This is an optimization exercise on Yosys and OpenROAD, whose aim is small area and a short achievable clock period, not a production implementation.
RTL that was checked went through simulation tests only; none was proved equivalent to the original.
Only the layout flow was run in runs 1 to 4; the RTL was not checked for function there.
Power figures rest on the tool's default switching activity, not on a simulated workload.

==> flow/design.v <==
module booth_pp (input wire [15:0] a, b, output wire [71:0] pp);
  wire [16:0] bb = {b, 1'b0};
  wire neg0 = bb[2];
  wire one0 = bb[1] ^ bb[0];
  wire two0 = (bb[2] & ~bb[1] & ~bb[0]) | (~bb[2] & bb[1] & bb[0]);
  assign pp[0] = ((one0 & a[0]) | (two0 & 1'b0)) ^ neg0;
  assign pp[1] = ((one0 & a[1]) | (two0 & a[0])) ^ neg0;
  assign pp[2] = ((one0 & a[2]) | (two0 & a[1])) ^ neg0;
  assign pp[3] = ((one0 & a[3]) | (two0 & a[2])) ^ neg0;
  assign pp[4] = ((one0 & a[4]) | (two0 & a[3])) ^ neg0;
  assign pp[5] = ((one0 & a[5]) | (two0 & a[4])) ^ neg0;
  assign pp[6] = ((one0 & a[6]) | (two0 & a[5])) ^ neg0;
  assign pp[7] = ((one0 & a[7]) | (two0 & a[6])) ^ neg0;
  assign pp[8] = ((one0 & a[8]) | (two0 & a[7])) ^ neg0;
  assign pp[9] = ((one0 & a[9]) | (two0 & a[8])) ^ neg0;
  assign pp[10] = ((one0 & a[10]) | (two0 & a[9])) ^ neg0;
  assign pp[11] = ((one0 & a[11]) | (two0 & a[10])) ^ neg0;
  assign pp[12] = ((one0 & a[12]) | (two0 & a[11])) ^ neg0;
  assign pp[13] = ((one0 & a[13]) | (two0 & a[12])) ^ neg0;
  assign pp[14] = ((one0 & a[14]) | (two0 & a[13])) ^ neg0;
  assign pp[15] = ((one0 & a[15]) | (two0 & a[14])) ^ neg0;
  wire neg1 = bb[4];
  wire one1 = bb[3] ^ bb[2];
  wire two1 = (bb[4] & ~bb[3] & ~bb[2]) | (~bb[4] & bb[3] & bb[2]);
  assign pp[16] = ((one1 & a[0]) | (two1 & 1'b0)) ^ neg1;
  assign pp[17] = ((one1 & a[1]) | (two1 & a[0])) ^ neg1;
  assign pp[18] = ((one1 & a[2]) | (two1 & a[1])) ^ neg1;
  assign pp[19] = ((one1 & a[3]) | (two1 & a[2])) ^ neg1;
  assign pp[20] = ((one1 & a[4]) | (two1 & a[3])) ^ neg1;
  assign pp[21] = ((one1 & a[5]) | (two1 & a[4])) ^ neg1;
  assign pp[22] = ((one1 & a[6]) | (two1 & a[5])) ^ neg1;
  assign pp[23] = ((one1 & a[7]) | (two1 & a[6])) ^ neg1;
  assign pp[24] = ((one1 & a[8]) | (two1 & a[7])) ^ neg1;
  assign pp[25] = ((one1 & a[9]) | (two1 & a[8])) ^ neg1;
  assign pp[26] = ((one1 & a[10]) | (two1 & a[9])) ^ neg1;
  assign pp[27] = ((one1 & a[11]) | (two1 & a[10])) ^ neg1;
  assign pp[28] = ((one1 & a[12]) | (two1 & a[11])) ^ neg1;
  assign pp[29] = ((one1 & a[13]) | (two1 & a[12])) ^ neg1;
  wire neg2 = bb[6];
  wire one2 = bb[5] ^ bb[4];
  wire two2 = (bb[6] & ~bb[5] & ~bb[4]) | (~bb[6] & bb[5] & bb[4]);
  assign pp[30] = ((one2 & a[0]) | (two2 & 1'b0)) ^ neg2;
  assign pp[31] = ((one2 & a[1]) | (two2 & a[0])) ^ neg2;
  assign pp[32] = ((one2 & a[2]) | (two2 & a[1])) ^ neg2;
  assign pp[33] = ((one2 & a[3]) | (two2 & a[2])) ^ neg2;
  assign pp[34] = ((one2 & a[4]) | (two2 & a[3])) ^ neg2;
  assign pp[35] = ((one2 & a[5]) | (two2 & a[4])) ^ neg2;
  assign pp[36] = ((one2 & a[6]) | (two2 & a[5])) ^ neg2;
  assign pp[37] = ((one2 & a[7]) | (two2 & a[6])) ^ neg2;
  assign pp[38] = ((one2 & a[8]) | (two2 & a[7])) ^ neg2;
  assign pp[39] = ((one2 & a[9]) | (two2 & a[8])) ^ neg2;
  assign pp[40] = ((one2 & a[10]) | (two2 & a[9])) ^ neg2;
  assign pp[41] = ((one2 & a[11]) | (two2 & a[10])) ^ neg2;
  wire neg3 = bb[8];
  wire one3 = bb[7] ^ bb[6];
  wire two3 = (bb[8] & ~bb[7] & ~bb[6]) | (~bb[8] & bb[7] & bb[6]);
  assign pp[42] = ((one3 & a[0]) | (two3 & 1'b0)) ^ neg3;
  assign pp[43] = ((one3 & a[1]) | (two3 & a[0])) ^ neg3;
  assign pp[44] = ((one3 & a[2]) | (two3 & a[1])) ^ neg3;
  assign pp[45] = ((one3 & a[3]) | (two3 & a[2])) ^ neg3;
  assign pp[46] = ((one3 & a[4]) | (two3 & a[3])) ^ neg3;
  assign pp[47] = ((one3 & a[5]) | (two3 & a[4])) ^ neg3;
  assign pp[48] = ((one3 & a[6]) | (two3 & a[5])) ^ neg3;
  assign pp[49] = ((one3 & a[7]) | (two3 & a[6])) ^ neg3;
  assign pp[50] = ((one3 & a[8]) | (two3 & a[7])) ^ neg3;
  assign pp[51] = ((one3 & a[9]) | (two3 & a[8])) ^ neg3;
  wire neg4 = bb[10];
  wire one4 = bb[9] ^ bb[8];
  wire two4 = (bb[10] & ~bb[9] & ~bb[8]) | (~bb[10] & bb[9] & bb[8]);
  assign pp[52] = ((one4 & a[0]) | (two4 & 1'b0)) ^ neg4;
  assign pp[53] = ((one4 & a[1]) | (two4 & a[0])) ^ neg4;
  assign pp[54] = ((one4 & a[2]) | (two4 & a[1])) ^ neg4;
  assign pp[55] = ((one4 & a[3]) | (two4 & a[2])) ^ neg4;
  assign pp[56] = ((one4 & a[4]) | (two4 & a[3])) ^ neg4;
  assign pp[57] = ((one4 & a[5]) | (two4 & a[4])) ^ neg4;
  assign pp[58] = ((one4 & a[6]) | (two4 & a[5])) ^ neg4;
  assign pp[59] = ((one4 & a[7]) | (two4 & a[6])) ^ neg4;
  wire neg5 = bb[12];
  wire one5 = bb[11] ^ bb[10];
  wire two5 = (bb[12] & ~bb[11] & ~bb[10]) | (~bb[12] & bb[11] & bb[10]);
  assign pp[60] = ((one5 & a[0]) | (two5 & 1'b0)) ^ neg5;
  assign pp[61] = ((one5 & a[1]) | (two5 & a[0])) ^ neg5;
  assign pp[62] = ((one5 & a[2]) | (two5 & a[1])) ^ neg5;
  assign pp[63] = ((one5 & a[3]) | (two5 & a[2])) ^ neg5;
  assign pp[64] = ((one5 & a[4]) | (two5 & a[3])) ^ neg5;
  assign pp[65] = ((one5 & a[5]) | (two5 & a[4])) ^ neg5;
  wire neg6 = bb[14];
  wire one6 = bb[13] ^ bb[12];
  wire two6 = (bb[14] & ~bb[13] & ~bb[12]) | (~bb[14] & bb[13] & bb[12]);
  assign pp[66] = ((one6 & a[0]) | (two6 & 1'b0)) ^ neg6;
  assign pp[67] = ((one6 & a[1]) | (two6 & a[0])) ^ neg6;
  assign pp[68] = ((one6 & a[2]) | (two6 & a[1])) ^ neg6;
  assign pp[69] = ((one6 & a[3]) | (two6 & a[2])) ^ neg6;
  wire neg7 = bb[16];
  wire one7 = bb[15] ^ bb[14];
  wire two7 = (bb[16] & ~bb[15] & ~bb[14]) | (~bb[16] & bb[15] & bb[14]);
  assign pp[70] = ((one7 & a[0]) | (two7 & 1'b0)) ^ neg7;
  assign pp[71] = ((one7 & a[1]) | (two7 & a[0])) ^ neg7;
endmodule
module mul_tree (input wire [71:0] pp, input wire [7:0] neg, output wire [15:0] p);
  wire s0 = pp[10] ^ pp[24];
  wire c0 = pp[10] & pp[24];
  wire s1 = pp[11] ^ pp[25];
  wire c1 = pp[11] & pp[25];
  wire s2 = pp[12] ^ pp[26] ^ pp[38];
  wire c2 = (pp[12] & pp[26]) | (pp[12] & pp[38]) | (pp[26] & pp[38]);
  wire s3 = pp[48] ^ pp[56];
  wire c3 = pp[48] & pp[56];
  wire s4 = pp[13] ^ pp[27] ^ pp[39];
  wire c4 = (pp[13] & pp[27]) | (pp[13] & pp[39]) | (pp[27] & pp[39]);
  wire s5 = pp[49] ^ pp[57];
  wire c5 = pp[49] & pp[57];
  wire s6 = pp[14] ^ pp[28] ^ pp[40];
  wire c6 = (pp[14] & pp[28]) | (pp[14] & pp[40]) | (pp[28] & pp[40]);
  wire s7 = pp[50] ^ pp[58] ^ pp[64];
  wire c7 = (pp[50] & pp[58]) | (pp[50] & pp[64]) | (pp[58] & pp[64]);
  wire s8 = pp[68] ^ pp[70];
  wire c8 = pp[68] & pp[70];
  wire s9 = pp[15] ^ pp[29] ^ pp[41];
  wire s10 = pp[51] ^ pp[59] ^ pp[65];
  wire s11 = pp[69] ^ pp[71];
  wire s12 = pp[6] ^ pp[20];
  wire c12 = pp[6] & pp[20];
  wire s13 = pp[7] ^ pp[21];
  wire c13 = pp[7] & pp[21];
  wire s14 = pp[8] ^ pp[22] ^ pp[34];
  wire c14 = (pp[8] & pp[22]) | (pp[8] & pp[34]) | (pp[22] & pp[34]);
  wire s15 = pp[44] ^ pp[52];
  wire c15 = pp[44] & pp[52];
  wire s16 = pp[9] ^ pp[23] ^ pp[35];
  wire c16 = (pp[9] & pp[23]) | (pp[9] & pp[35]) | (pp[23] & pp[35]);
  wire s17 = pp[45] ^ pp[53];
  wire c17 = pp[45] & pp[53];
  wire s18 = s0 ^ pp[36] ^ pp[46];
  wire c18 = (s0 & pp[36]) | (s0 & pp[46]) | (pp[36] & pp[46]);
  wire s19 = pp[54] ^ pp[60] ^ neg[5];
  wire c19 = (pp[54] & pp[60]) | (pp[54] & neg[5]) | (pp[60] & neg[5]);
  wire s20 = s1 ^ pp[37] ^ pp[47];
  wire c20 = (s1 & pp[37]) | (s1 & pp[47]) | (pp[37] & pp[47]);
  wire s21 = pp[55] ^ pp[61] ^ c0;
  wire c21 = (pp[55] & pp[61]) | (pp[55] & c0) | (pp[61] & c0);
  wire s22 = s2 ^ s3 ^ pp[62];
  wire c22 = (s2 & s3) | (s2 & pp[62]) | (s3 & pp[62]);
  wire s23 = pp[66] ^ neg[6] ^ c1;
  wire c23 = (pp[66] & neg[6]) | (pp[66] & c1) | (neg[6] & c1);
  wire s24 = s4 ^ s5 ^ pp[63];
  wire c24 = (s4 & s5) | (s4 & pp[63]) | (s5 & pp[63]);
  wire s25 = pp[67] ^ c2 ^ c3;
  wire c25 = (pp[67] & c2) | (pp[67] & c3) | (c2 & c3);
  wire s26 = s6 ^ s7 ^ s8;
  wire c26 = (s6 & s7) | (s6 & s8) | (s7 & s8);
  wire s27 = neg[7] ^ c4 ^ c5;
  wire c27 = (neg[7] & c4) | (neg[7] & c5) | (c4 & c5);
  wire s28 = s9 ^ s10 ^ s11;
  wire s29 = c6 ^ c7 ^ c8;
  wire s30 = pp[4] ^ pp[18];
  wire c30 = pp[4] & pp[18];
  wire s31 = pp[5] ^ pp[19];
  wire c31 = pp[5] & pp[19];
  wire s32 = s12 ^ pp[32] ^ pp[42];
  wire c32 = (s12 & pp[32]) | (s12 & pp[42]) | (pp[32] & pp[42]);
  wire s33 = s13 ^ pp[33] ^ pp[43];
  wire c33 = (s13 & pp[33]) | (s13 & pp[43]) | (pp[33] & pp[43]);
  wire s34 = s14 ^ s15 ^ neg[4];
  wire c34 = (s14 & s15) | (s14 & neg[4]) | (s15 & neg[4]);
  wire s35 = s16 ^ s17 ^ c14;
  wire c35 = (s16 & s17) | (s16 & c14) | (s17 & c14);
  wire s36 = s18 ^ s19 ^ c16;
  wire c36 = (s18 & s19) | (s18 & c16) | (s19 & c16);
  wire s37 = s20 ^ s21 ^ c18;
  wire c37 = (s20 & s21) | (s20 & c18) | (s21 & c18);
  wire s38 = s22 ^ s23 ^ c20;
  wire c38 = (s22 & s23) | (s22 & c20) | (s23 & c20);
  wire s39 = s24 ^ s25 ^ c22;
  wire c39 = (s24 & s25) | (s24 & c22) | (s25 & c22);
  wire s40 = s26 ^ s27 ^ c24;
  wire c40 = (s26 & s27) | (s26 & c24) | (s27 & c24);
  wire s41 = s28 ^ s29 ^ c26;
  wire s42 = pp[2] ^ pp[16];
  wire c42 = pp[2] & pp[16];
  wire s43 = pp[3] ^ pp[17];
  wire c43 = pp[3] & pp[17];
  wire s44 = s30 ^ pp[30] ^ neg[2];
  wire c44 = (s30 & pp[30]) | (s30 & neg[2]) | (pp[30] & neg[2]);
  wire s45 = s31 ^ pp[31] ^ c30;
  wire c45 = (s31 & pp[31]) | (s31 & c30) | (pp[31] & c30);
  wire s46 = s32 ^ neg[3] ^ c31;
  wire c46 = (s32 & neg[3]) | (s32 & c31) | (neg[3] & c31);
  wire s47 = s33 ^ c12 ^ c32;
  wire c47 = (s33 & c12) | (s33 & c32) | (c12 & c32);
  wire s48 = s34 ^ c13 ^ c33;
  wire c48 = (s34 & c13) | (s34 & c33) | (c13 & c33);
  wire s49 = s35 ^ c15 ^ c34;
  wire c49 = (s35 & c15) | (s35 & c34) | (c15 & c34);
  wire s50 = s36 ^ c17 ^ c35;
  wire c50 = (s36 & c17) | (s36 & c35) | (c17 & c35);
  wire s51 = s37 ^ c19 ^ c36;
  wire c51 = (s37 & c19) | (s37 & c36) | (c19 & c36);
  wire s52 = s38 ^ c21 ^ c37;
  wire c52 = (s38 & c21) | (s38 & c37) | (c21 & c37);
  wire s53 = s39 ^ c23 ^ c38;
  wire c53 = (s39 & c23) | (s39 & c38) | (c23 & c38);
  wire s54 = s40 ^ c25 ^ c39;
  wire c54 = (s40 & c25) | (s40 & c39) | (c25 & c39);
  wire s55 = s41 ^ c27 ^ c40;
  wire [15:0] x = {s55, s54, s53, s52, s51, s50, s49, s48, s47, s46, s45, s44, s43, s42, pp[1], pp[0]};
  wire [15:0] y = {c54, c53, c52, c51, c50, c49, c48, c47, c46, c45, c44, c43, c42, neg[1], 1'b0, neg[0]};
  assign p = x + y;
endmodule
module alu (input wire [2:0] op, input wire binv, input wire [15:0] a, b,
  output wire [15:0] o, output wire cout);
  wire [15:0] bx = b ^ {16{binv}};
  wire [15:0] g = a & bx;
  wire [15:0] p = a ^ bx;
  wire [15:0] c;    
  bk16 bk (g, p, binv, c);
  wire [15:0] s = p ^ {c[14:0], binv};
  assign cout = c[15];
  wire [3:0] n = b[3:0];
  wire [15:0] ar;
  genvar k;
  generate for (k = 0; k < 16; k = k + 1) begin : rv
    assign ar[k] = a[15-k];
  end endgenerate
  wire [15:0] si = op[0] ? ar : a;
  wire [15:0] sh = si << n;
  wire [15:0] shr;
  generate for (k = 0; k < 16; k = k + 1) begin : rv2
    assign shr[k] = sh[15-k];
  end endgenerate
  wire [15:0] shrq = {shr[15:10], shr[9] & (n != 4'd6), shr[8] & (n != 4'd7), shr[7:0]};
  reg [15:0] r;
  always @(*) begin
    case (op)
      3'd0, 3'd1: r = s;
      3'd2: r = g;
      3'd3: r = g | p;
      3'd4: r = p;
      3'd6: r = sh;
      3'd7: r = shrq;
      default: r = 16'h0000;
    endcase
  end
  assign o = r;
endmodule
module bk16 (input wire [15:0] g, p, input wire ci, output wire [15:0] c);
  wire [15:0] g0 = {g[15:1], g[0] | (p[0] & ci)};
  wire [7:0] g1, p1;
  genvar k;
  generate for (k = 0; k < 8; k = k + 1) begin : l1
    assign g1[k] = g0[2*k+1] | (p[2*k+1] & g0[2*k]);
    assign p1[k] = p[2*k+1] & p[2*k];
  end endgenerate
  wire [3:0] g2, p2;
  generate for (k = 0; k < 4; k = k + 1) begin : l2
    assign g2[k] = g1[2*k+1] | (p1[2*k+1] & g1[2*k]);
    assign p2[k] = p1[2*k+1] & p1[2*k];
  end endgenerate
  wire [1:0] g3, p3;
  generate for (k = 0; k < 2; k = k + 1) begin : l3
    assign g3[k] = g2[2*k+1] | (p2[2*k+1] & g2[2*k]);
    assign p3[k] = p2[2*k+1] & p2[2*k];
  end endgenerate
  wire g4 = g3[1] | (p3[1] & g3[0]);
  assign c[0] = g0[0];
  assign c[1] = g1[0];
  assign c[3] = g2[0];
  assign c[7] = g3[0];
  assign c[15] = g4;
  assign c[11] = g2[2] | (p2[2] & c[7]);
  assign c[5] = g1[2] | (p1[2] & c[3]);
  assign c[9] = g1[4] | (p1[4] & c[7]);
  assign c[13] = g1[6] | (p1[6] & c[11]);
  assign c[2] = g0[2] | (p[2] & c[1]);
  assign c[4] = g0[4] | (p[4] & c[3]);
  assign c[6] = g0[6] | (p[6] & c[5]);
  assign c[8] = g0[8] | (p[8] & c[7]);
  assign c[10] = g0[10] | (p[10] & c[9]);
  assign c[12] = g0[12] | (p[12] & c[11]);
  assign c[14] = g0[14] | (p[14] & c[13]);
endmodule
module reg_file (input wire clk, input wire [7:1] we, input wire [15:0] wdata,
  input wire [2:0] ra, rb, output wire [15:0] qa, qb);
  reg [15:0] r [1:7];
  integer n;
  always @(posedge clk)
    for (n = 1; n < 8; n = n + 1)
      if (we[n]) r[n] <= wdata;
  wire [7:1] sa, sb;
  genvar i;
  generate for (i = 1; i < 8; i = i + 1) begin : dec
    assign sa[i] = (ra == i);
    assign sb[i] = (rb == i);
  end endgenerate
  assign qa = ({16{sa[1]}} & r[1]) | ({16{sa[2]}} & r[2]) | ({16{sa[3]}} & r[3]) | ({16{sa[4]}} & r[4]) |
              ({16{sa[5]}} & r[5]) | ({16{sa[6]}} & r[6]) | ({16{sa[7]}} & r[7]);
  assign qb = ({16{sb[1]}} & r[1]) | ({16{sb[2]}} & r[2]) | ({16{sb[3]}} & r[3]) | ({16{sb[4]}} & r[4]) |
              ({16{sb[5]}} & r[5]) | ({16{sb[6]}} & r[6]) | ({16{sb[7]}} & r[7]);
endmodule
module mproc (input wire clk, reset, input wire [15:0] d_in, output wire [6:0] addr, output wire [15:0] d_out);
  reg pa, pb, pc_;           
  reg [15:0] ir;             
  reg op0;                   
  reg carry;
  reg [6:0] pc;
  reg [15:0] opa, opb;
  reg [71:0] pp;             
  always @(posedge clk) begin
    pa  <= reset | pc_;
    pb  <= ~reset & pa;
    pc_ <= ~reset & pb;
  end
  always @(posedge clk) ir <= d_in;
  always @(posedge clk)
    if (reset) op0 <= 1'b0;
    else if (pb) op0 <= d_in[9];
  wire ld = ir[15];
  wire is_alu = (ir[15:12] == 4'b0000);
  wire wr = ld | is_alu;
  wire [2:0] rd = ir[8:6];
  wire [2:0] op = {ir[11:10], op0};
  wire [15:0] alu_o, mul;
  wire cout;
  alu alu_0 (op, pc_ ? (op == 3'd1) : op0, opa, opb, alu_o, cout);
  mul_tree mul_0 (pp, {opb[15], opb[13], opb[11], opb[9], opb[7], opb[5], opb[3], opb[1]}, mul);
  always @(posedge clk) carry <= cout;
  wire sel_mul = pc_ & is_alu & (op == 3'd5) & ~reset;
  wire [15:0] other = reset ? 16'h0000 : (ld ? d_in : alu_o);
  wire [15:0] wdata = sel_mul ? mul : other;
  wire wen = pc_ & wr;
  wire [7:1] we;
  genvar i;
  generate for (i = 1; i < 8; i = i + 1) begin : g_we
    assign we[i] = reset | (wen & (rd == i));
  end endgenerate
  wire [15:0] qa, qb;
  reg_file rf (clk, we, wdata, d_in[2:0], d_in[5:3], qa, qb);
  wire [71:0] pp_n;
  booth_pp ppg (qa, qb, pp_n);
  always @(posedge clk) pp <= pp_n;
  wire ldop = pb & ~reset;
  wire fwa = wen & (rd == ir[2:0]) & (rd != 3'd0);
  wire fwb = wen & (rd == ir[5:3]) & (rd != 3'd0);
  wire [15:0] opa_d = sel_mul ? mul : (ldop ? qa : other);
  wire [15:0] opb_d = sel_mul ? mul : (ldop ? qb : other);
  always @(posedge clk) begin
    if (ldop | reset | fwa) opa <= opa_d;
    if (ldop | reset | fwb) opb <= opb_d;
  end
  wire j = pc_ & ir[14] & carry;
  wire [6:0] delta = ld ? (j ? 7'h7f : 7'h01) : (j ? (~ir[6:0] + 7'h01) : 7'h00);
  always @(posedge clk)
    if (reset) pc <= 7'h00;
    else if (pa) pc <= pc + 7'h01;
    else if (pc_) pc <= pc + delta;
  assign addr = pc;
  assign d_out = opa;
endmodule
==> flow/run.sh <==
#!/bin/bash
# synth_recipe.tcl (not shown) runs the flow's synth.tcl, then flattens the netlist and writes it again
# the make line also repeats each setting of config.mk as NAME=value (left out here)
make -C /OpenROAD-flow-scripts/flow DESIGN_CONFIG=/design/flow/config.mk WORK_HOME=/design/flow/orfs CLKGATE_MAP_FILE= SYNTH_SCRIPT=/design/flow/synth_recipe.tcl finish
==> flow/config.mk <==
export PLATFORM = sky130hd
export DESIGN_NAME = mproc
export DESIGN_NICKNAME = mproc
export VERILOG_FILES = /design/flow/design.v
export SDC_FILE = /design/flow/constraint.sdc
export NUM_CORES = 4
export LEC_CHECK = 0
export CAP_MARGIN = 20
export CORE_MARGIN = 2
export CORE_UTILIZATION = 40
export SETUP_SLACK_MARGIN = 5
export SLEW_MARGIN = 20
==> flow/constraint.sdc <==
create_clock -name core_clock -period 10.0 [get_ports {clk}]
set_input_delay 2.0000 -clock core_clock [delete_from_list [all_inputs] [get_ports {clk}]]
set_output_delay 2.0000 -clock core_clock [all_outputs]
set_load 0.01 [all_outputs]
==> impl_metrics.csv, run 1 <==
group,metric,value,unit
run_status,status,"complete, no violations",
floorplanning,placementRows,75,
final_layout,fin_util,45.1,%
setup_path,critical_path_class,"reg2reg",
placement,io_buffer_count,40,
grt,grt_use_met1,34.3,%
setup_path,path_depth,17,
yosys,ys_ff_latch,243,
grt,grt_pass1_wl,85200,µm
setup_path,slowest_delay,470,ps
final_layout,layout.nets,1851,
drt,viasPerCell,6.25,
sta,max_freq,0.206,GHz
sta,tightest_slew,1100,ps
clock_tree,cts.sinks,243,
floorplanning,die_h,211,µm
setup_path,crit_arrival,5130,ps
sta,slew_headroom,26.0,%
yosys,postSynthCellCount,1736,
setup_path,path_cells,"buf_4, o21ai_2, nand2_4, xnor2_1, fa_1, a21o_1, a21o_1, a2111o_1, a31oi_4, a211oi_1, a31o_2, fa_1, a22o_1, a221oi_2, a21oi_2, a221oi_2, nor2_2",
setup_path,end_kind,"flip-flop",
power,ir_drop,0.400,mV
power,clockPowerShare,20.9,%
clock_tree,clockRootBuffer,"clkbuf_16",
power,sw_frac_of_total,43.9,%
grt,grt_max_degree,56,
grt,gr-max-usage-layer,"met2",
final_layout,drive_gt1_share,12.3,%
power,p_seq_share,27.3,%
clock_tree,clockBufferDepth,3,
min_path,hold_path.class,"reg2reg",
clock_tree,cts_tree,"yes",
floorplanning,start_util,40.8,%
final_layout,mostFrequentLayoutCells,"144 x edfxtp_1, 128 x inv_1, 126 x nand2_1",
grt,grt_util_met2,39.8,%
setup_path,crit_required,10270,ps
floorplanning,coreArea,42100,µm²
power,combPwrFrac,51.9,%
drt,drc,0,
yosys,synth.distinct_cells,83,
placement,placed_area,18000,µm²
yosys,synth_edf_count,144,
yosys,synthArstFlopShare,0,%
power,p_sw,2.14,mW
final_layout,antenna_cells,0,
sta,maxSlewViolCount,0,
setup_path,reg2reg_depth,17,
clock_tree,clock_latency,570,ps
setup_path,critPathBufInv,1,
run,maxCapViolCount,0,
yosys,synth_nets,1866,
clock_tree,clk_pin_slew,70,ps
yosys,syn_area,17200,µm²
drt,avgRoutedWirePerCell,25.1,µm
floorplanning,io_pins,41,
sta,final.setup.tns,0,ps
sta,hold_violations,0,
floorplanning,dieArea,44600,µm²
setup_path,cp_top_family,"compound AO/OA/AOI/OAI gates",
clock_tree,cts_max_level,1,
floorplanning,die_x,211,µm
sta,rsz0062_at_grt,"false",
drt,drt_wl_total,57200,µm
final_layout,layout_commonest_cell,"edfxtp_1",
power,power_density,256,nW/µm²
final_layout,area_growth,10.6,%
min_path,min_path_cells,2,
sta,min_period_over_period,48.6,%
yosys,dominantRegCellSynth,"edfxtp_1",
placement,gp_congestion,0.947,
power,p_leak,7.24,nW
drt,first_iter_violations,1434,
setup_path,critPathSlowestCell,"a2111o_1",
grt,grt_pass1_vias,13800,
placement,dp_hpwl,40000,µm
setup_path,crit_path_max_fanout,22,
drt,vias,14300,
yosys,synth_seq_area_share,36.7,%
yosys,syn_avg_cell_area,9.89,µm²
sta,setup_violations,0,
grt,antenna_found_initial,3,
power,p_int,2.73,mW
yosys,ys_warn_count,4,
grt,overflow,0,
setup_path,cp-start-kind,"flip-flop",
final_layout,final_area,19000,µm²
drt,drtPass1Iterations,6,
grt,grt_util_all_layers,25.3,%
sta,min_period,4860,ps
clock_tree,cts_buffers,28,
drt,ant_nets,0,
grt,use_met3,4.79,%
sta,finalClockSkew,21.5,ps
power,p_total,4.86,mW
==> worst paths after layout <==
kind	start	slack (ps)	to
setup / recovery	ir[10]$_DFF_P_	5140	rf.r[1][15]$_DFFE_PP_
hold / removal	pc[0]$_SDFFE_PP0P_	480	pc[0]$_SDFFE_PP0P_
setup reg to reg	ir[10]$_DFF_P_	5140	rf.r[1][15]$_DFFE_PP_
hold reg to reg	pc[0]$_SDFFE_PP0P_	480	pc[0]$_SDFFE_PP0P_
==> cell families after synthesis <==
kind of cell               share of synthesized area [%]
adders and majority gates                           10.8
xor gates and xnor gates                            3.82
buffers and inverters                               6.53
AOI/OAI and AO/OA                                   20.8
muxes                                               10.9
DFF                                                 36.7
and+or+nand+nor                                     10.4
==> layer usage <==
metal	part of all wire [%]	vias up
li1	-	6424
met1	42	6978
met2	45	734
met3	8.9	126
met4	4.1	0
met5	0	-
==> area by class of cell <==
class                   instances  area (µm²)
fillers                      3934       23100
multi-input cells            1232        9910
flip-flops and latches        243        6310
clock buffers                  32         737
repair buffers                 85         722
well taps                     539         674
inverters                     131         492
clock inverters                19         154
==> power groups by stage <==
stage	registers, mW	clock network (mW)	logic [mW]
CTS	1.32	1.02	2.49
detailed placement	1.34	0	2.46
global placement	1.34	0	2.43
global route	1.34	1.06	2.71
finish	1.33	1.01	2.52
floorplan	1.30	0	1.71
==> synthesized netlist by cell type (20+ instances only) <==
master	n	share of area (%)
nand2_1	127	2.8
a22oi_1	29	1.3
o21ai_1	39	1.1
mux2_2	28	1.8
nor2_1	99	2.2
o21ai_0	85	2.5
clkbuf_1	58	1.3
edfxtp_1	144	25
xnor2_1	53	2.7
nor2b_1	24	0.87
ha_1	67	4.9
nand3_1	43	1.3
dfxtp_1	99	12
a21oi_1	87	2.5
inv_1	128	2.8
a221oi_1	30	1.5
o211ai_1	21	0.92
buf_2	51	1.5
nor3_1	26	0.76
o22ai_1	32	1.2
o221ai_1	42	2.1
nand2b_1	20	0.73
fa_1	45	5.2
mux2i_1	54	3.1
xor2_1	20	1.0
mux4_2	43	5.6
==> what timing repair did <==
| action | CTS | global route |
|---|---|---|
| pin swaps | 1 | 1 |
| gates resized for setup | 7 | 13 |
| hold buffers | 0 | 0 |
| setup endpoints to repair | 86 | 68 |
| setup buffers | 2 | 0 |
==> worst min-delay path: stages (launching register included) <==
cell	delay (ps)
dfxtp_1	330
nand2_1	60
a21oi_1	50
==> flip-flops by register name, indices dropped and copies added, names as in the netlist <==
signal / cells
rf.r: 112
pp: 72
opa: 16
opb: 16
ir: 15
pc: 7
carry: 1
op0: 1
pa: 1
pb: 1
pc_: 1
==> metrics by stage <==
step,cells,hold slack (ps),setup WS [ps]
2_1_floorplan,1736,492,5010
3_3_place_gp,2227,472,4290
3_5_place_dp,2227,477,4230
4_1_cts,2280,484,5020
5_1_grt,2281,504,4990
6_report,2281,483,5140
==> run 2, diff against run 1 <==
--- a/flow/design.v
+++ b/flow/design.v
@@ -314,6 +314,8 @@
   always @(posedge clk)
     if (reset) op0 <= 1'b0;
     else if (pb) op0 <= d_in[9];
+  reg binv;
+  always @(posedge clk) binv <= ~reset & (pb ? (d_in[11:9] == 3'd1) : op0);
   wire ld = ir[15];
   wire is_alu = (ir[15:12] == 4'b0000);
   wire wr = ld | is_alu;
@@ -321,7 +323,7 @@
   wire [2:0] op = {ir[11:10], op0};
   wire [15:0] alu_o, mul;
   wire cout;
-  alu alu_0 (op, pc_ ? (op == 3'd1) : op0, opa, opb, alu_o, cout);
+  alu alu_0 (op, binv, opa, opb, alu_o, cout);
   mul_tree mul_0 (pp, {opb[15], opb[13], opb[11], opb[9], opb[7], opb[5], opb[3], opb[1]}, mul);
   always @(posedge clk) carry <= cout;
   wire sel_mul = pc_ & is_alu & (op == 3'd5) & ~reset;
--- a/flow/config.mk
+++ b/flow/config.mk
@@ -5,6 +5,7 @@
 export SDC_FILE = /design/flow/constraint.sdc
 export NUM_CORES = 4
 export LEC_CHECK = 0
+export ABC_AREA = 1
 export CAP_MARGIN = 20
 export CORE_MARGIN = 2
 export CORE_UTILIZATION = 40
==> run 2 against run 1 <==
  * Still clean
  * Register-to-register slack gained 340 ps
  * Fmax grew 0.52%
  * Setup slack gained 25 ps
  * Sequential share of layout area grew 1.6 points
  * Clock skew grew 4.9 ps
  * First-iteration DRC count grew 15%
  * Die area shrank 5.0%
  * Clock power is essentially flat
  * Total power shrank 5.9%
  * Non-clock buffer count shrank 26
  * Highest routed layer unchanged
==> impl_metrics.csv, run 2 <==
group,metric,value,unit
run_status,status,"complete, no violations",
drt,first_iter_violations,1646,
sta,whs,464,ps
floorplanning,die_x,206,µm
setup_path,cp-start-kind,"primary input",
floorplanning,placementRows,73,
min_path,hold_path.class,"reg2reg",
placement,placed_area,17200,µm²
clock_tree,clockRootBuffer,"clkbuf_16",
min_path,hp-start,"pa$_DFF_P_",
drt,drt_wl_total,52500,µm
floorplanning,coreArea,40000,µm²
final_layout,finalNonFillerCells,2688,
final_layout,mostFrequentLayoutCells,"682 x nand2_1, 284 x inv_1, 200 x nand3_1",
power,power_density,252,nW/µm²
grt,grt_pass1_vias,13800,
sta,tightest_slew,1170,ps
sta,setup_violations,0,
clock_tree,cts_buffers,27,
drt,viasPerCell,5.38,
floorplanning,start_util,40.7,%
setup_path,end_kind,"flip-flop",
clock_tree,cts_tree,"yes",
setup_path,critical_path_class,"in2reg",
yosys,synthTopCellsByCount,"683 x nand2_1, 284 x inv_1, 200 x nand3_1",
yosys,ys_ff_latch,244,
final_layout,largest_reg_flops,112,
clock_tree,cts.sinks,244,
clock_tree,clockBufferDepth,3,
yosys,postSynthCellCount,2124,
setup_path,rrSetupSlack,5480,ps
yosys,synth_top_area_cell,"edfxtp_1",
setup_path,r2r_end,"rf.r[5][15]$_DFFE_PP_",
clock_tree,post_cts.repair.setup_buffers,0,
sta,maxSlewViolCount,0,
floorplanning,dieArea,42400,µm²
drt,avgRoutedWirePerCell,19.5,µm
drt,drtPass1Iterations,5,
sta,rsz0062_at_grt,"false",
final_layout,antenna_cells,0,
final_layout,final_area,18200,µm²
sta,finalClockSkew,26.5,ps
grt,grt_max_degree,33,
placement,io_buffer_count,40,
final_layout,drive_gt1_share,7.12,%
yosys,synthArstFlopShare,0,%
final_layout,layout_commonest_cell,"nand2_1",
yosys,dominantRegCellSynth,"edfxtp_1",
setup_path,crit_path_max_fanout,16,
drt,ant_nets,0,
min_path,min_to,"pb$_DFF_P_",
sta,min_period_over_period,48.3,%
grt,grt_util_all_layers,24.9,%
sta,final.setup.tns,0,ps
grt,grt_pass1_wl,80100,µm
yosys,synthTopCellsByArea,"edfxtp_1 27%, nand2_1 16%, dfxtp_1 12%",
yosys,synth.distinct_cells,61,
yosys,ys_warn_count,4,
power,ir_drop,0.179,mV
clock_tree,clock_latency,560,ps
grt,overflow,0,
yosys,synth_edf_count,144,
placement,dp_hpwl,39100,µm
drt,drc,0,
run,maxCapViolCount,0,
drt,vias,14500,
placement,gp_congestion,0.960,
yosys,yosysMostFrequentCell,"nand2_1",
sta,min_period,4830,ps
yosys,netlist.area_leader.share,26.5,%
min_path,min_path_cells,2,
clock_tree,ctsHoldBuffers,0,
clock_tree,cts_max_level,1,
grt,antenna_found_initial,0,
yosys,synth_nets,2254,
final_layout,reg.largest.list,"rf.r x112, pp x72",
clock_tree,clk_pin_slew,60,ps
yosys,synth_seq_area_share,38.8,%
sta,max_freq,0.207,GHz
setup_path,regToRegStartpoint,"binv$_DFF_P_",
sta,hold_violations,0,
final_layout,layout.nets,2272,
floorplanning,die_h,206,µm
setup_path,reg2reg_depth,22,
setup_path,crit_required,10480,ps
final_layout,nFillCells,4011,
yosys,syn_area,16300,µm²
placement,placed_cells,2637,
final_layout,regMostFlops,"rf.r",
floorplanning,io_pins,41,
final_layout,area_growth,11.4,%
yosys,syn_avg_cell_area,7.67,µm²
power,p_leak,8.73,nW
sta,slew_headroom,21.7,%
setup_path,crit_arrival,5310,ps
[run 2: cell count changes after synthesis, sizes merged, moves of 30 or more]
cell    before  now
mux4        44    0
mux2i       54    0
a21oi       93   53
o21ai      124   63
buf         72   37
nand2      127  700
o221ai      42    3
mux2        30    0
nand3       43  212
inv        131  302
[run 2: power breakdown]
group,switching (mW),internal (mW)
logic,1.37,0.843
registers,0.104,1.22
clock network,0.420,0.620
[run 2: metrics by stage]
step | util, % | total power [mW] | setup slack (ps)
floorplan | - | 2.97 | 5780
global placement | 43.0 | 3.51 | 4680
detailed placement | 43.0 | 3.55 | 4660
CTS | 45.3 | 4.59 | 5220
global route | 45.4 | 4.97 | 5010
finish | 45.4 | 4.58 | 5170
[run 2: cell families (layout without fill, tap and decap cells)]
| family | after synthesis | after routing | share of synthesized area (%) |
|---|---|---|---|
| compound gates | 214 | 214 | 8.11 |
| simple gates | 1109 | 1109 | 29.4 |
| buf+inv | 377 | 416 | 9.39 |
| xor+xnor | 68 | 68 | 3.65 |
| fa+ha+maj | 112 | 112 | 10.7 |
| flops | 244 | 244 | 38.8 |
[run 2: repair_timing]
| action | in CTS | in global routing |
|---|---|---|
| resized for setup | 0 | 4 |
| endpoints found under the setup margin | 0 | 15 |
| hold endpoints to repair | 0 | 0 |
[run 2: worst max-delay path by stage]
stage / slack [ps] / start / depth (start not counted) / end
after floorplan: 5780 / binv$_DFF_P_ / 25 / opa[15]$_DFFE_PP_
after global placement: 4680 / d_in[4] / 12 / pp[45]$_DFF_P_
after detailed placement: 4660 / d_in[3] / 13 / pp[63]$_DFF_P_
after CTS: 5220 / d_in[3] / 13 / pp[63]$_DFF_P_
after global routing: 5010 / d_in[3] / 15 / pp[34]$_DFF_P_
final: 5170 / d_in[3] / 15 / pp[32]$_DFF_P_
[run 2: final cells by class]
class                           instances  area (µm²)  area share [%]
Inverter                              307        1160            6.37
Multi-Input combinational cell       1503        8540            47.0
Clock buffer                           34         767            4.22
Tap cell                              525         657            3.62
Timing Repair Buffer                   59         551            3.03
Sequential cell                       244        6330            34.8
Clock inverter                         16         164           0.902
[run 2: worst max-delay path, cell delays in order]
cell and delay (ps):
clkdlybuf4s50_1 790, inv_2 130, nand3_2 280, inv_4 140
nand2_1 80, o21ai_0 100, nor3_1 210, nand2_2 260
inv_1 440, nand3_1 130, nand2_1 350, nand2_1 130
nand2_1 90, nand2_1 60, nand2_1 100
[run 2: per-layer routing]
metal  wire length, µm  global-route usage, %  up-vias
met5                 0                      0        -
met4              2770                   12.6        0
met3              4280                   3.83      142
met2             23300                   39.8      621
met1             22200                   32.9     6771
li1                  -                      -     6923
==> run 3, diff against run 2 <==
--- a/flow/design.v
+++ b/flow/design.v
@@ -314,8 +314,6 @@
   always @(posedge clk)
     if (reset) op0 <= 1'b0;
     else if (pb) op0 <= d_in[9];
-  reg binv;
-  always @(posedge clk) binv <= ~reset & (pb ? (d_in[11:9] == 3'd1) : op0);
   wire ld = ir[15];
   wire is_alu = (ir[15:12] == 4'b0000);
   wire wr = ld | is_alu;
@@ -323,7 +321,7 @@
   wire [2:0] op = {ir[11:10], op0};
   wire [15:0] alu_o, mul;
   wire cout;
-  alu alu_0 (op, binv, opa, opb, alu_o, cout);
+  alu alu_0 (op, pc_ ? (op == 3'd1) : op0, opa, opb, alu_o, cout);
   mul_tree mul_0 (pp, {opb[15], opb[13], opb[11], opb[9], opb[7], opb[5], opb[3], opb[1]}, mul);
   always @(posedge clk) carry <= cout;
   wire sel_mul = pc_ & is_alu & (op == 3'd5) & ~reset;
==> flow/flow/run.sh (new file) <==
#!/bin/bash
set -euo pipefail
MARGIN=6.5
sed -e "s/SETUP_SLACK_MARGIN=[0-9.]*/SETUP_SLACK_MARGIN=$MARGIN/" \
    -e "s|CLKGATE_MAP_FILE= |CLKGATE_MAP_FILE= 'BUFFER_PORTS_ARGS=-buffer_cell sky130_fd_sc_hd__buf_2' |" \
    standard.sh > my_standard.sh
bash my_standard.sh > layout.log 2>&1
==> flow/standard.sh (new file) <==
#!/bin/bash
# synth_recipe.tcl (not shown) runs the flow's synth.tcl, then flattens the netlist and writes it again
# the make line also repeats each setting of config.mk as NAME=value (left out here)
make -C /OpenROAD-flow-scripts/flow DESIGN_CONFIG=/design/flow/config.mk WORK_HOME=/design/flow/orfs CLKGATE_MAP_FILE= SYNTH_SCRIPT=/design/flow/synth_recipe.tcl "${@:-finish}"
--- a/flow/config.mk
+++ b/flow/config.mk
@@ -5,7 +5,6 @@
 export SDC_FILE = /design/flow/constraint.sdc
 export NUM_CORES = 4
 export LEC_CHECK = 0
-export ABC_AREA = 1
 export CAP_MARGIN = 20
 export CORE_MARGIN = 2
 export CORE_UTILIZATION = 40
removed: flow/run.sh
==> run 3 against run 2 <==
  * Sequential cell count is 1 lower
  * Fmax is 13% higher
  * Sequential share of layout area down 5.9 points
  * Via count increased by 7.1%
  * Highest routed layer is now met5
  * Count of clock-buffer cells in the layout is 3 lower
  * Register-to-register slack improved by 250 ps
  * Still clean on timing, DRC and antenna
  * Critical path depth is 1 higher
  * Sequential power is essentially flat
==> impl_metrics.csv, run 3 <==
group,metric,value,unit
run_status,status,"complete, no violations",
clock_tree,clk_pin_slew,70,ps
yosys,synth.distinct_cells,83,
sta,finalClockSkew,28.6,ps
yosys,yosysMostFrequentCell,"edfxtp_1",
placement,dp_hpwl,40100,µm
sta,final.setup.tns,0,ps
final_layout,regMostFlops,"rf.r",
setup_path,crit_path_max_fanout,7,
drt,viasPerCell,6.44,
min_path,hold_path.class,"reg2reg",
grt,grt_util_all_layers,28.0,%
yosys,synth_edf_count,144,
yosys,synthTopCellsByCount,"144 x edfxtp_1, 128 x inv_1, 127 x nand2_1",
clock_tree,cts_buffers,27,
yosys,synthTopCellsByArea,"edfxtp_1 25%, dfxtp_1 12%, mux4_2 5.6%",
final_layout,largest_reg_flops,112,
grt,grt_pass1_vias,14700,
power,p_leak,8.57,nW
sta,setup_violations,0,
sta,maxSlewViolCount,0,
floorplanning,start_util,40.8,%
setup_path,end_kind,"flip-flop",
yosys,synthArstFlopShare,0,%
final_layout,fin_util,51.7,%
yosys,synth_nets,1866,
final_layout,drive_gt1_share,30.6,%
clock_tree,clockRootBuffer,"clkbuf_16",
drt,vias,15500,
clock_tree,cts.sinks,243,
final_layout,layout.nets,1974,
setup_path,path_cells,"o21ai_4, nand2_8, xnor2_4, fa_2, a21o_1, a21o_1, a2111o_1, a31oi_4, a211oi_2, a31o_2, fa_2, a22o_1, a221oi_2, a21oi_2, a221oi_4, nor2_4",
setup_path,critPathSlowestCell,"a2111o_1",
final_layout,area_growth,26.9,%
clock_tree,cts_tree,"yes",
yosys,ys_ff_latch,243,
drt,first_iter_violations,1882,
sta,max_freq,0.234,GHz
floorplanning,die_h,211,µm
sta,whs,478,ps
setup_path,crit_arrival,4580,ps
yosys,synth_seq_area_share,36.7,%
clock_tree,clock_latency,580,ps
yosys,ys_warn_count,4,
placement,placed_cells,2218,
yosys,postSynthCellCount,1736,
placement,gp_congestion,0.962,
clock_tree,cts_max_level,1,
setup_path,critPathBufInv,0,
yosys,syn_area,17200,µm²
drt,drc,0,
yosys,dominantRegCellSynth,"edfxtp_1",
grt,overflow,0,
floorplanning,die_x,211,µm
sta,min_period_over_period,42.7,%
setup_path,slowest_delay,410,ps
drt,avgRoutedWirePerCell,27.2,µm
sta,min_period,4270,ps
drt,drt_wl_total,65500,µm
final_layout,mostFrequentLayoutCells,"144 x edfxtp_1, 126 x inv_1, 112 x buf_4",
clock_tree,clockBufferDepth,3,
floorplanning,placementRows,75,
floorplanning,coreArea,42100,µm²
drt,ant_nets,0,
placement,io_buffer_count,40,
grt,grt_max_degree,49,
run,maxCapViolCount,0,
setup_path,crit_required,10300,ps
yosys,synth_top_area_cell,"edfxtp_1",
sta,rsz0062_at_grt,"true",
final_layout,reg.largest.list,"rf.r x112, pp x72",
power,p_total,5.49,mW
yosys,netlist.area_leader.share,25.2,%
grt,grt_pass1_wl,93900,µm
sta,slew_headroom,26.8,%
power,ir_drop,0.323,mV
final_layout,finalNonFillerCells,2405,
floorplanning,io_pins,41,
grt,antenna_found_initial,2,
power,power_density,252,nW/µm²
sta,hold_violations,0,
clock_tree,ctsHoldBuffers,0,
setup_path,cp_top_family,"compound AO/OA/AOI/OAI gates",
drt,drtPass1Iterations,6,
yosys,syn_avg_cell_area,9.89,µm²
floorplanning,dieArea,44600,µm²
sta,tightest_slew,1090,ps
final_layout,layout_commonest_cell,"edfxtp_1",
setup_path,cp-start-kind,"flip-flop",
setup_path,critical_path_class,"reg2reg",
## run 3: cell count changes in the layout (fill, tap and decap cells not counted), moves of 20 or more
cell,previous run,this run
nand2_1,682,109
nand3_1,200,35
inv_1,284,126
buf_12,0,22
mux4_2,0,43
o221ai_1,3,28
mux2_2,0,23
o22ai_1,41,21
buf_4,18,112
nor2_1,118,89
clkdlybuf4s50_1,40,0
buf_2,0,36
mux2i_1,0,52
o21ai_1,5,50
## run 3: cell type report
type | instances | area [µm²]
repair buffers | 200 | 2040
clock inverters | 19 | 174
well taps | 539 | 674
inverters | 131 | 502
fillers | 3685 | 20300
flip-flops and latches | 243 | 6310
multi-input cells | 1241 | 11300
diodes | 1 | 2.50
clock buffers | 31 | 754
## run 3: repair_timing
action                                  in CTS  in global routing
pin swaps                                   37                 34
gates resized for setup                    162                 73
buffers inserted                            77                 35
gates cloned                                11                 12
endpoints found under the setup margin     233                192
## run 3: worst min-delay path, stage by stage (launching register included)
cell     delay, ps
dfxtp_1        330
nand2_1         60
a21oi_1         50
## run 3: path summary, 6_finish.rpt
path	from	end	slack [ps]	depth (start not counted)
worst max-delay path	ir[10]$_DFF_P_	rf.r[4][15]$_DFFE_PP_	5730	16
worst min-delay path	pc[0]$_SDFFE_PP0P_	pc[0]$_SDFFE_PP0P_	480	2
worst max register to register	ir[10]$_DFF_P_	rf.r[4][15]$_DFFE_PP_	5730	16
worst min register to register	pc[0]$_SDFFE_PP0P_	pc[0]$_SDFFE_PP0P_	480	2
## run 3: logic make-up after synthesis
| kind of cell | count (synthesis) | share of synthesized area, % |
|---|---|---|
| DFF | 243 | 36.7 |
| xor gates and xnor gates | 74 | 3.82 |
| muxes | 128 | 10.9 |
| adders and majority gates | 124 | 10.8 |
| and+or+nand+nor | 386 | 10.4 |
| AOI/OAI and AO/OA | 520 | 20.8 |
| buffers and inverters | 261 | 6.53 |
## run 3: metrics by stage
stage	instance area [µm²]	setup WS, ps
floorplan	18100	5740
global placement	18300	4650
detailed placement	18300	4700
global route	21800	5560
CTS	20900	5730
finish	21800	5730
## run 3: metal layers
layer | GRT usage (%) | share of wire [%] | vias to the layer above | wire length, µm
li1 | - | - | 6720 | -
met1 | 37.5 | 40 | 7658 | 26000
met2 | 46.0 | 47 | 911 | 30500
met3 | 3.33 | 8.2 | 194 | 5360
met4 | 11.6 | 5.5 | 2 | 3590
met5 | 0 | 0.027 | - | 18
## run 3: power breakdown
| group | leakage [nW] | switching (mW) | internal (mW) | total [mW] |
|---|---|---|---|---|
| Sequential | 2.31 | 0.106 | 1.21 | 1.32 |
| Combinational | 5.80 | 1.86 | 1.27 | 3.13 |
| Clock | 0.454 | 0.446 | 0.598 | 1.04 |
==> run 4, diff against run 3 <==
--- a/flow/design.v
+++ b/flow/design.v
@@ -207,8 +207,9 @@
   wire [15:0] y = {c54, c53, c52, c51, c50, c49, c48, c47, c46, c45, c44, c43, c42, neg[1], 1'b0, neg[0]};
   assign p = x + y;
 endmodule
-module alu (input wire [2:0] op, input wire binv, input wire [15:0] a, b,
+module alu (input wire [2:0] op, input wire [15:0] a, b,
   output wire [15:0] o, output wire cout);
+  wire binv = op[0];
   wire [15:0] bx = b ^ {16{binv}};
   wire [15:0] g = a & bx;
   wire [15:0] p = a ^ bx;
@@ -234,7 +235,7 @@
     case (op)
       3'd0, 3'd1: r = s;
       3'd2: r = g;
-      3'd3: r = g | p;
+      3'd3: r = a | ~p;
       3'd4: r = p;
       3'd6: r = sh;
       3'd7: r = shrq;
@@ -318,13 +319,12 @@
   wire is_alu = (ir[15:12] == 4'b0000);
   wire wr = ld | is_alu;
   wire [2:0] rd = ir[8:6];
-  wire [2:0] op = {ir[11:10], op0};
   wire [15:0] alu_o, mul;
   wire cout;
-  alu alu_0 (op, pc_ ? (op == 3'd1) : op0, opa, opb, alu_o, cout);
+  alu alu_0 ({ir[11:10], op0}, opa, opb, alu_o, cout);
   mul_tree mul_0 (pp, {opb[15], opb[13], opb[11], opb[9], opb[7], opb[5], opb[3], opb[1]}, mul);
   always @(posedge clk) carry <= cout;
-  wire sel_mul = pc_ & is_alu & (op == 3'd5) & ~reset;
+  wire sel_mul = pc_ & is_alu & ({ir[11:10], op0} == 3'd5) & ~reset;
   wire [15:0] other = reset ? 16'h0000 : (ld ? d_in : alu_o);
   wire [15:0] wdata = sel_mul ? mul : other;
   wire wen = pc_ & wr;
--- a/flow/config.mk
+++ b/flow/config.mk
@@ -5,8 +5,11 @@
 export SDC_FILE = /design/flow/constraint.sdc
 export NUM_CORES = 4
 export LEC_CHECK = 0
+export ABC_AREA = 1
 export CAP_MARGIN = 20
 export CORE_MARGIN = 2
 export CORE_UTILIZATION = 40
+export CTS_BUF_LIST = sky130_fd_sc_hd__clkbuf_8
+export CTS_CLUSTER_SIZE = 20
 export SETUP_SLACK_MARGIN = 5
 export SLEW_MARGIN = 20
==> run 4 against run 3 <==
  * Count of clock-buffer cells in the layout rose by 17
  * Sequential share of layout area grew 3.0 points
  * Worst hold slack worse by 7.2 ps
  * First-iteration DRC count fell by 10%
  * Area after synthesis fell by 7.6%
  * Core utilization fell by 0.92 points
  * Combinational power increased by 3%
  * Still clean
  * Largest power group unchanged
==> impl_metrics.csv, run 4 <==
group,metric,value,unit
clock_tree,clockRootBuffer,"clkbuf_8",
sta,maxSlewViolCount,0,
floorplanning,dieArea,41300,µm²
setup_path,critPathSlowestCell,"fa_1",
drt,dr.max_layer_used,"met4",
final_layout,finalNonFillerCells,2752,
yosys,ys_warn_count,4,
setup_path,crit_arrival,4260,ps
power,p_leak,9.30,nW
grt,grt_max_degree,33,
setup_path,cp-start-kind,"flip-flop",
placement,placed_cells,2566,
grt,grt_pass1_vias,14400,
power,p_int,3.13,mW
setup_path,regToRegStartpoint,"pp[12]$_DFF_P_",
setup_path,path_cells,"inv_2, fa_1, inv_1, fa_1, fa_1, inv_1, fa_1, inv_2, ha_4, nand2_2, nand2_2, a21oi_2, nor2_1, a211oi_2, and2_4, nand3_4, nand3_4, nand2_4",
floorplanning,placementRows,72,
clock_tree,cts.sinks,243,
final_layout,nFillCells,3668,
sta,tightest_slew,1010,ps
drt,drt-met1-wl,22600,µm
yosys,yosysMostFrequentCell,"nand2_1",
sta,slew_headroom,32.3,%
grt,overflow,0,
final_layout,antenna_cells,0,
drt,ant_nets,0,
final_layout,largest_reg_flops,112,
power,ir_drop,0.291,mV
setup_path,crit_required,10280,ps
yosys,syn_area,15900,µm²
sta,hold_violations,0,
yosys,synth.distinct_cells,50,
yosys,netlist.area_leader.share,27.2,%
drt,first_iter_violations,1694,
final_layout,regMostFlops,"rf.r",
sta,setup_violations,0,
yosys,synthArstFlopShare,0,%
min_path,hp-start,"pc[6]$_SDFFE_PP0P_",
setup_path,slowest_delay,530,ps
drt,viasPerCell,5.49,
final_layout,reg.largest.list,"rf.r x112, pp x72",
clock_tree,clk_pin_slew,60,ps
drt,avgRoutedWirePerCell,20.3,µm
clock_tree,ctsHoldBuffers,0,
setup_path,crit_path_max_fanout,7,
clock_tree,clockBufferDepth,3,
sta,rsz0062_at_grt,"true",
power,p_total,5.56,mW
min_path,hold_path.class,"reg2reg",
placement,io_buffer_count,40,
power,combPwrFrac,58.0,%
floorplanning,coreArea,38900,µm²
drt,vias,15100,
drt,dr_wl_met2,26100,µm
grt,antenna_found_initial,0,
run_status,status,"complete, no violations",
power,clockPowerShare,18.1,%
drt,drtPass1Iterations,6,
power,power_density,281,nW/µm²
final_layout,fin_util,50.8,%
clock_tree,clock_latency,590,ps
floorplanning,die_x,203,µm
yosys,dominantRegCellSynth,"edfxtp_1",
setup_path,cpMostUsedCell,"fa_1",
floorplanning,io_pins,41,
drt,met3_length,4680,µm
drt,drt_wl_total,55800,µm
yosys,postSynthCellCount,2063,
floorplanning,die_h,203,µm
sta,finalClockSkew,43.6,ps
final_layout,mostFrequentLayoutCells,"641 x nand2_1, 260 x inv_1, 171 x nand3_1",
setup_path,crit_start,"pp[12]$_DFF_P_",
yosys,synthTopCellsByCount,"685 x nand2_1, 267 x inv_1, 187 x nand3_1",
clock_tree,cts_max_level,2,
placement,gp_congestion,0.938,
final_layout,drive_gt1_share,19.1,%
setup_path,critical_path_class,"reg2reg",
sta,final.setup.tns,0,ps
clock_tree,cts_buffers,43,
yosys,ys_ff_latch,243,
grt,grt_pass1_wl,83400,µm
final_layout,ff_latch_area,6320,µm²
clock_tree,cts_tree,"yes",
yosys,syn_avg_cell_area,7.69,µm²
power,p_seq_share,23.9,%
final_layout,multi_input_area,9500,µm²
yosys,synth_nets,2193,
grt,grt_util_all_layers,26.3,%
run,maxCapViolCount,0,
placement,dp_hpwl,38100,µm
yosys,synthTopCellsByArea,"edfxtp_1 27%, nand2_1 16%, dfxtp_1 12%",
power,sw_frac_of_total,43.7,%
drt,drc,0,
final_layout,layout_commonest_cell,"nand2_1",
setup_path,end_kind,"flip-flop",
sta,min_period,3980,ps
yosys,synth_seq_area_share,39.7,%
sta,min_period_over_period,39.8,%
power,p_sw,2.43,mW
sta,max_freq,0.251,GHz
final_layout,layout.nets,2330,
final_layout,area_growth,24.6,%
yosys,synth_top_area_cell,"edfxtp_1",
yosys,synth_edf_count,144,
floorplanning,start_util,40.8,%
==> run 4: cell types whose count changed after synthesis, moves of 37 or more <==
| cell | delta |
|---|---|
| nand2_1 | +558 |
| xnor2_1 | -39 |
| mux4_2 | -43 |
| nand3_1 | +144 |
| inv_1 | +139 |
| o21ai_1 | -37 |
| mux2i_1 | -54 |
| o221ai_1 | -39 |
==> run 4: layout make-up <==
class	count	share of cell area, %
well taps	518	3.28
multi-input cells	1474	48.0
repair inverters	3	0.0886
repair buffers	158	6.32
flip-flops and latches	243	31.9
inverters	277	5.59
clock inverters	31	1.39
clock buffers	48	3.34
==> run 4: cells by family (layout without fill, tap and decap cells) <==
| logic type | after synthesis | after routing | share of synthesized area, % |
|---|---|---|---|
| AOI/OAI and AO/OA | 234 | 234 | 9.09 |
| xor gates and xnor gates | 70 | 70 | 3.86 |
| adders and majority gates | 112 | 112 | 11.0 |
| buffers and inverters | 351 | 517 | 8.54 |
| DFF | 243 | 243 | 39.7 |
| and+or+nand+nor | 1053 | 1058 | 27.8 |
==> run 4: what timing repair did <==
item	CTS	global route
cloned	3	5
endpoints found under the hold margin	0	0
buffers inserted	54	45
pin swaps	29	48
setup endpoints to repair	202	165
resized for setup	131	120
==> run 4: final timing paths <==
| check | endpoint | slack [ps] | cells after the start |
|---|---|---|---|
| setup / recovery | rf.r[5][15]$_DFFE_PP_ | 6020 | 18 |
| hold / removal | pc[6]$_SDFFE_PP0P_ | 470 | 2 |
| setup reg to reg | rf.r[5][15]$_DFFE_PP_ | 6020 | 18 |
| hold reg to reg | pc[6]$_SDFFE_PP0P_ | 470 | 2 |
==> run 4: per-layer routing <==
metal / vias to the layer above / global-route usage (%)
met5: - / 0
met4: 0 / 10.3
met3: 160 / 4.60
met2: 768 / 44.0
met1: 7149 / 34.0
li1: 7044 / -
==> run 4: critical path: cells and delay by family, from the launching register on <==
family	cells	cell delay, ps
simple gates	7	680
flops	1	320
buf+inv	4	200
compound gates	2	240
fa+ha+maj	5	2250
==> run 4: power groups by stage <==
stage / clock (mW) / sequential [mW] / combinational [mW]
2_1_floorplan: 0 / 1.30 / 1.84
3_3_place_gp: 0 / 1.35 / 2.35
3_5_place_dp: 0 / 1.35 / 2.39
4_1_cts: 1.02 / 1.32 / 2.76
5_1_grt: 1.06 / 1.34 / 3.57
6_report: 1.01 / 1.33 / 3.23
==> run 4: metrics by stage <==
stage,cell area (µm²),setup slack [ps],hold WS [ps]
after floorplan,16100,6320,438
after global placement,16800,5100,448
after detailed placement,16800,4940,467
after CTS,18800,5980,475
after global routing,19800,5900,497
final,19800,6020,470
==> run 5, diff against run 4 <==
--- a/flow/design.v
+++ b/flow/design.v
@@ -208,14 +208,15 @@
   assign p = x + y;
 endmodule
 module alu (input wire [2:0] op, input wire [15:0] a, b,
-  output wire [15:0] o, output wire cout);
+  output wire [15:0] s, g, o_or, p, sh, shrq, output wire cout);
   wire binv = op[0];
   wire [15:0] bx = b ^ {16{binv}};
-  wire [15:0] g = a & bx;
-  wire [15:0] p = a ^ bx;
+  assign g = a & bx;
+  assign p = a ^ bx;
   wire [15:0] c;    
   bk16 bk (g, p, binv, c);
-  wire [15:0] s = p ^ {c[14:0], binv};
+  assign s = p ^ {c[14:0], binv};
+  assign o_or = a | ~p;
   assign cout = c[15];
   wire [3:0] n = b[3:0];
   wire [15:0] ar;
@@ -224,25 +225,12 @@
     assign ar[k] = a[15-k];
   end endgenerate
   wire [15:0] si = op[0] ? ar : a;
-  wire [15:0] sh = si << n;
+  assign sh = si << n;
   wire [15:0] shr;
   generate for (k = 0; k < 16; k = k + 1) begin : rv2
     assign shr[k] = sh[15-k];
   end endgenerate
-  wire [15:0] shrq = {shr[15:10], shr[9] & (n != 4'd6), shr[8] & (n != 4'd7), shr[7:0]};
-  reg [15:0] r;
-  always @(*) begin
-    case (op)
-      3'd0, 3'd1: r = s;
-      3'd2: r = g;
-      3'd3: r = a | ~p;
-      3'd4: r = p;
-      3'd6: r = sh;
-      3'd7: r = shrq;
-      default: r = 16'h0000;
-    endcase
-  end
-  assign o = r;
+  assign shrq = {shr[15:10], shr[9] & (n != 4'd6), shr[8] & (n != 4'd7), shr[7:0]};
 endmodule
 module bk16 (input wire [15:0] g, p, input wire ci, output wire [15:0] c);
   wire [15:0] g0 = {g[15:1], g[0] | (p[0] & ci)};
@@ -319,14 +307,26 @@
   wire is_alu = (ir[15:12] == 4'b0000);
   wire wr = ld | is_alu;
   wire [2:0] rd = ir[8:6];
-  wire [15:0] alu_o, mul;
+  wire [2:0] op = {ir[11:10], op0};
+  wire [15:0] r_sum, r_and, r_or, r_xor, r_shl, r_shr, mul;
   wire cout;
-  alu alu_0 ({ir[11:10], op0}, opa, opb, alu_o, cout);
+  alu alu_0 (op, opa, opb, r_sum, r_and, r_or, r_xor, r_shl, r_shr, cout);
   mul_tree mul_0 (pp, {opb[15], opb[13], opb[11], opb[9], opb[7], opb[5], opb[3], opb[1]}, mul);
   always @(posedge clk) carry <= cout;
-  wire sel_mul = pc_ & is_alu & ({ir[11:10], op0} == 3'd5) & ~reset;
-  wire [15:0] other = reset ? 16'h0000 : (ld ? d_in : alu_o);
-  wire [15:0] wdata = sel_mul ? mul : other;
+  wire exe = pc_ & ~reset;
+  wire xa = exe & is_alu;
+  wire s_ld  = exe & ld;
+  wire s_add = xa & (op[2:1] == 2'd0);
+  wire s_and = xa & (op == 3'd2);
+  wire s_or  = xa & (op == 3'd3);
+  wire s_xor = xa & (op == 3'd4);
+  wire s_mul = xa & (op == 3'd5);
+  wire s_shl = xa & (op == 3'd6);
+  wire s_shr = xa & (op == 3'd7);
+  wire [15:0] res = ({16{s_ld}} & d_in) | ({16{s_add}} & r_sum) | ({16{s_and}} & r_and) |
+                    ({16{s_or}} & r_or) | ({16{s_xor}} & r_xor) | ({16{s_shl}} & r_shl) |
+                    ({16{s_shr}} & r_shr);
+  wire [15:0] wdata = res | ({16{s_mul}} & mul);
   wire wen = pc_ & wr;
   wire [7:1] we;
   genvar i;
@@ -341,8 +341,8 @@
   wire ldop = pb & ~reset;
   wire fwa = wen & (rd == ir[2:0]) & (rd != 3'd0);
   wire fwb = wen & (rd == ir[5:3]) & (rd != 3'd0);
-  wire [15:0] opa_d = sel_mul ? mul : (ldop ? qa : other);
-  wire [15:0] opb_d = sel_mul ? mul : (ldop ? qb : other);
+  wire [15:0] opa_d = wdata | ({16{ldop}} & qa);
+  wire [15:0] opb_d = wdata | ({16{ldop}} & qb);
   always @(posedge clk) begin
     if (ldop | reset | fwa) opa <= opa_d;
     if (ldop | reset | fwb) opb <= opb_d;
==> flow/flow/run.sh (replaced) <==
#!/bin/bash
set -euo pipefail
MARGIN=6.0
sed -e "s/SETUP_SLACK_MARGIN=[0-9.]*/SETUP_SLACK_MARGIN=$MARGIN/" \
    -e "s|CLKGATE_MAP_FILE= |CLKGATE_MAP_FILE= 'BUFFER_PORTS_ARGS=-buffer_cell sky130_fd_sc_hd__buf_2' |" \
    standard.sh > my_standard.sh
bash my_standard.sh > layout.log 2>&1
--- a/flow/config.mk
+++ b/flow/config.mk
@@ -10,6 +10,6 @@
 export CORE_MARGIN = 2
 export CORE_UTILIZATION = 40
 export CTS_BUF_LIST = sky130_fd_sc_hd__clkbuf_8
-export CTS_CLUSTER_SIZE = 20
+export CTS_CLUSTER_SIZE = 16
 export SETUP_SLACK_MARGIN = 5
 export SLEW_MARGIN = 20
==> run 5 against run 4 <==
  * Routed wire length down 0.47%
  * Setup slack worse by 34 ps
  * Critical path depth down 4
==> impl_metrics.csv, run 5 <==
group,metric,value,unit
sta,rsz0062_at_grt,"true",
yosys,netlist.area_leader.share,27.2,%
sta,slew_headroom,46.3,%
sta,tightest_slew,805,ps
clock_tree,clockRootBuffer,"clkbuf_8",
setup_path,path_cells,"buf_2, inv_2, nand3_2, clkinv_2, nand2_1, nand2_1, nor2_1, nand2_4, inv_2, nand3_1, nand2_1, nand2_1, nand3_1, nand2_1",
sta,max_freq,0.249,GHz
clock_tree,cts_buffers,46,
drt,drtPass1Iterations,6,
drt,drt_wl_total,55500,µm
final_layout,mostFrequentLayoutCells,"614 x nand2_1, 247 x inv_1, 219 x nand3_1",
clock_tree,clock_latency,640,ps
clock_tree,cts.sinks,243,
yosys,synth_nets,2196,
sta,min_period_over_period,40.2,%
drt,ant_nets,0,
final_layout,multi_input_area,8640,µm²
drt,avgRoutedWirePerCell,20.8,µm
setup_path,crit_required,10480,ps
setup_path,cp-start-kind,"primary input",
yosys,synthArstFlopShare,0,%
clock_tree,clk_pin_slew,60,ps
setup_path,cp_top_family,"simple AND/OR/NAND/NOR gates",
yosys,synthTopCellsByCount,"622 x nand2_1, 246 x inv_1, 235 x nand3_1",
setup_path,end_kind,"flip-flop",
final_layout,finalNonFillerCells,2676,
setup_path,reg2reg_depth,14,
sta,min_period,4020,ps
run,maxCapViolCount,0,
setup_path,cpMostUsedCell,"nand2_1",
placement,dp_hpwl,40000,µm
setup_path,critical_path_class,"in2reg",
power,power_density,230,nW/µm²
power,p_sw,1.75,mW
final_layout,regMostFlops,"rf.r",
power,clockPowerShare,24.1,%
final_layout,area_growth,13.4,%
power,p_int,2.40,mW
yosys,ys_warn_count,3,
final_layout,layout.nets,2252,
drt,viasPerCell,5.55,
drt,vias,14800,
clock_tree,clockBufferDepth,3,
grt,grt_pass1_vias,14200,
power,p_leak,8.53,nW
sta,hold_violations,0,
drt,drc,0,
min_path,min_path_cells,2,
yosys,synth.distinct_cells,49,
final_layout,reg.largest.list,"rf.r x112, pp x72",
clock_tree,cts_tree,"yes",
min_path,hold_path.class,"reg2reg",
yosys,dominantRegCellSynth,"edfxtp_1",
yosys,synth_top_area_cell,"edfxtp_1",
yosys,postSynthCellCount,2066,
placement,io_buffer_count,40,
power,sw_frac_of_total,42.2,%
clock_tree,ctsHoldBuffers,0,
drt,first_iter_violations,1411,
yosys,synthTopCellsByArea,"edfxtp_1 27%, nand2_1 15%, dfxtp_1 12%",
final_layout,layout_commonest_cell,"nand2_1",
setup_path,slowest_delay,380,ps
final_layout,nFillCells,3890,
yosys,syn_avg_cell_area,7.68,µm²
setup_path,crit_arrival,4500,ps
floorplanning,start_util,40.8,%
power,p_seq_share,29.5,%
setup_path,critPathSlowestCell,"nand2_1",
final_layout,ff_latch_area,6310,µm²
grt,grt_max_degree,35,
floorplanning,io_pins,41,
floorplanning,placementRows,72,
floorplanning,die_x,203,µm
sta,final.setup.tns,0,ps
sta,maxSlewViolCount,0,
floorplanning,dieArea,41300,µm²
yosys,yosysMostFrequentCell,"nand2_1",
sta,setup_violations,0,
grt,grt_util_all_layers,26.8,%
placement,placed_cells,2576,
yosys,syn_area,15900,µm²
final_layout,drive_gt1_share,12.1,%
grt,grt_pass1_wl,83600,µm
power,combPwrFrac,46.4,%
run_status,status,"complete, no violations",
clock_tree,cts_max_level,2,
floorplanning,die_h,203,µm
power,ir_drop,0.271,mV
setup_path,path_depth,14,
floorplanning,coreArea,38900,µm²
yosys,ys_ff_latch,243,
final_layout,largest_reg_flops,112,
grt,antenna_found_initial,1,
setup_path,rrSetupSlack,6010,ps
yosys,synth_seq_area_share,39.7,%
grt,overflow,0,
yosys,synth_edf_count,144,
setup_path,crit_path_max_fanout,17,
placement,gp_congestion,0.970,
sta,finalClockSkew,38.4,ps
setup_path,critPathBufInv,4,
run 5: cell families after synthesis:
family | after synthesis | share of synthesized area, %
AND/OR/NAND/NOR | 1100 | 29.8
XOR/XNOR | 49 | 2.80
AO/OA/AOI/OAI | 227 | 8.47
buffers and inverters | 335 | 8.21
flip-flops | 243 | 39.7
adder cells (fa/ha/maj) | 112 | 11.0
run 5: per-layer routing:
layer  vias to the layer above  part of all wire [%]  global-route usage (%)
li1                       6932                     -                       -
met1                      7125                    43                    36.7
met2                       674                    45                    42.3
met3                       117                   8.7                    4.28
met4                         0                   3.9                    11.1
met5                         -                     0                       0
run 5: final timing paths:
path	to	from
min reg2reg	pb$_DFF_P_	pa$_DFF_P_
min	pb$_DFF_P_	pa$_DFF_P_
max reg2reg	rf.r[2][15]$_DFFE_PP_	pp[50]$_DFF_P_
max	pp[34]$_DFF_P_	d_in[3]
run 5: stage by stage:
step	hold slack, ps	worst slack, ps	area (µm²)	total power [mW]	util, %
finish	483	5980	18000	4.15	46.3
global route	518	5880	18000	4.43	46.2
CTS	476	6010	17700	3.90	45.5
detailed placement	460	5190	16600	2.83	42.7
global placement	460	5220	16600	2.81	42.7
floorplan	438	6030	15900	2.38	-
run 5: what timing repair did:
action                                  CTS  global route
buffers inserted                          6            10
endpoints found under the setup margin   87           106
resized for setup                        22            52
pin swaps                                 2            11
run 5: final cells by class:
type	instances	share of cell area [%]
multi-input combinational	1488	48.0
sequential	243	35.1
inverter	271	5.66
clock buffer	49	3.75
tap	518	3.60
timing repair buffer	72	2.54
clock inverter	34	1.37
antenna	1	0.0139
run 5: worst reg2reg max path, stage by stage (launching register included):
cell     delay (ps)
dfxtp_1         310
fa_1            540
inv_1            70
fa_1            530
fa_1            440
fa_1            640
inv_2            70
ha_4            280
inv_1            60
nor3_1          170
nand2_1         110
nand3_2         110
nand3_1         130
nand3_4         120
nand2_4         120
run 5: power by group through the flow:
stage	clock, mW	combinational (mW)	sequential, mW
floorplan	0	1.16	1.22
global placement	0	1.56	1.25
detailed placement	0	1.58	1.25
CTS	1.01	1.66	1.22
global route	1.06	2.14	1.23
finish	0.999	1.92	1.23
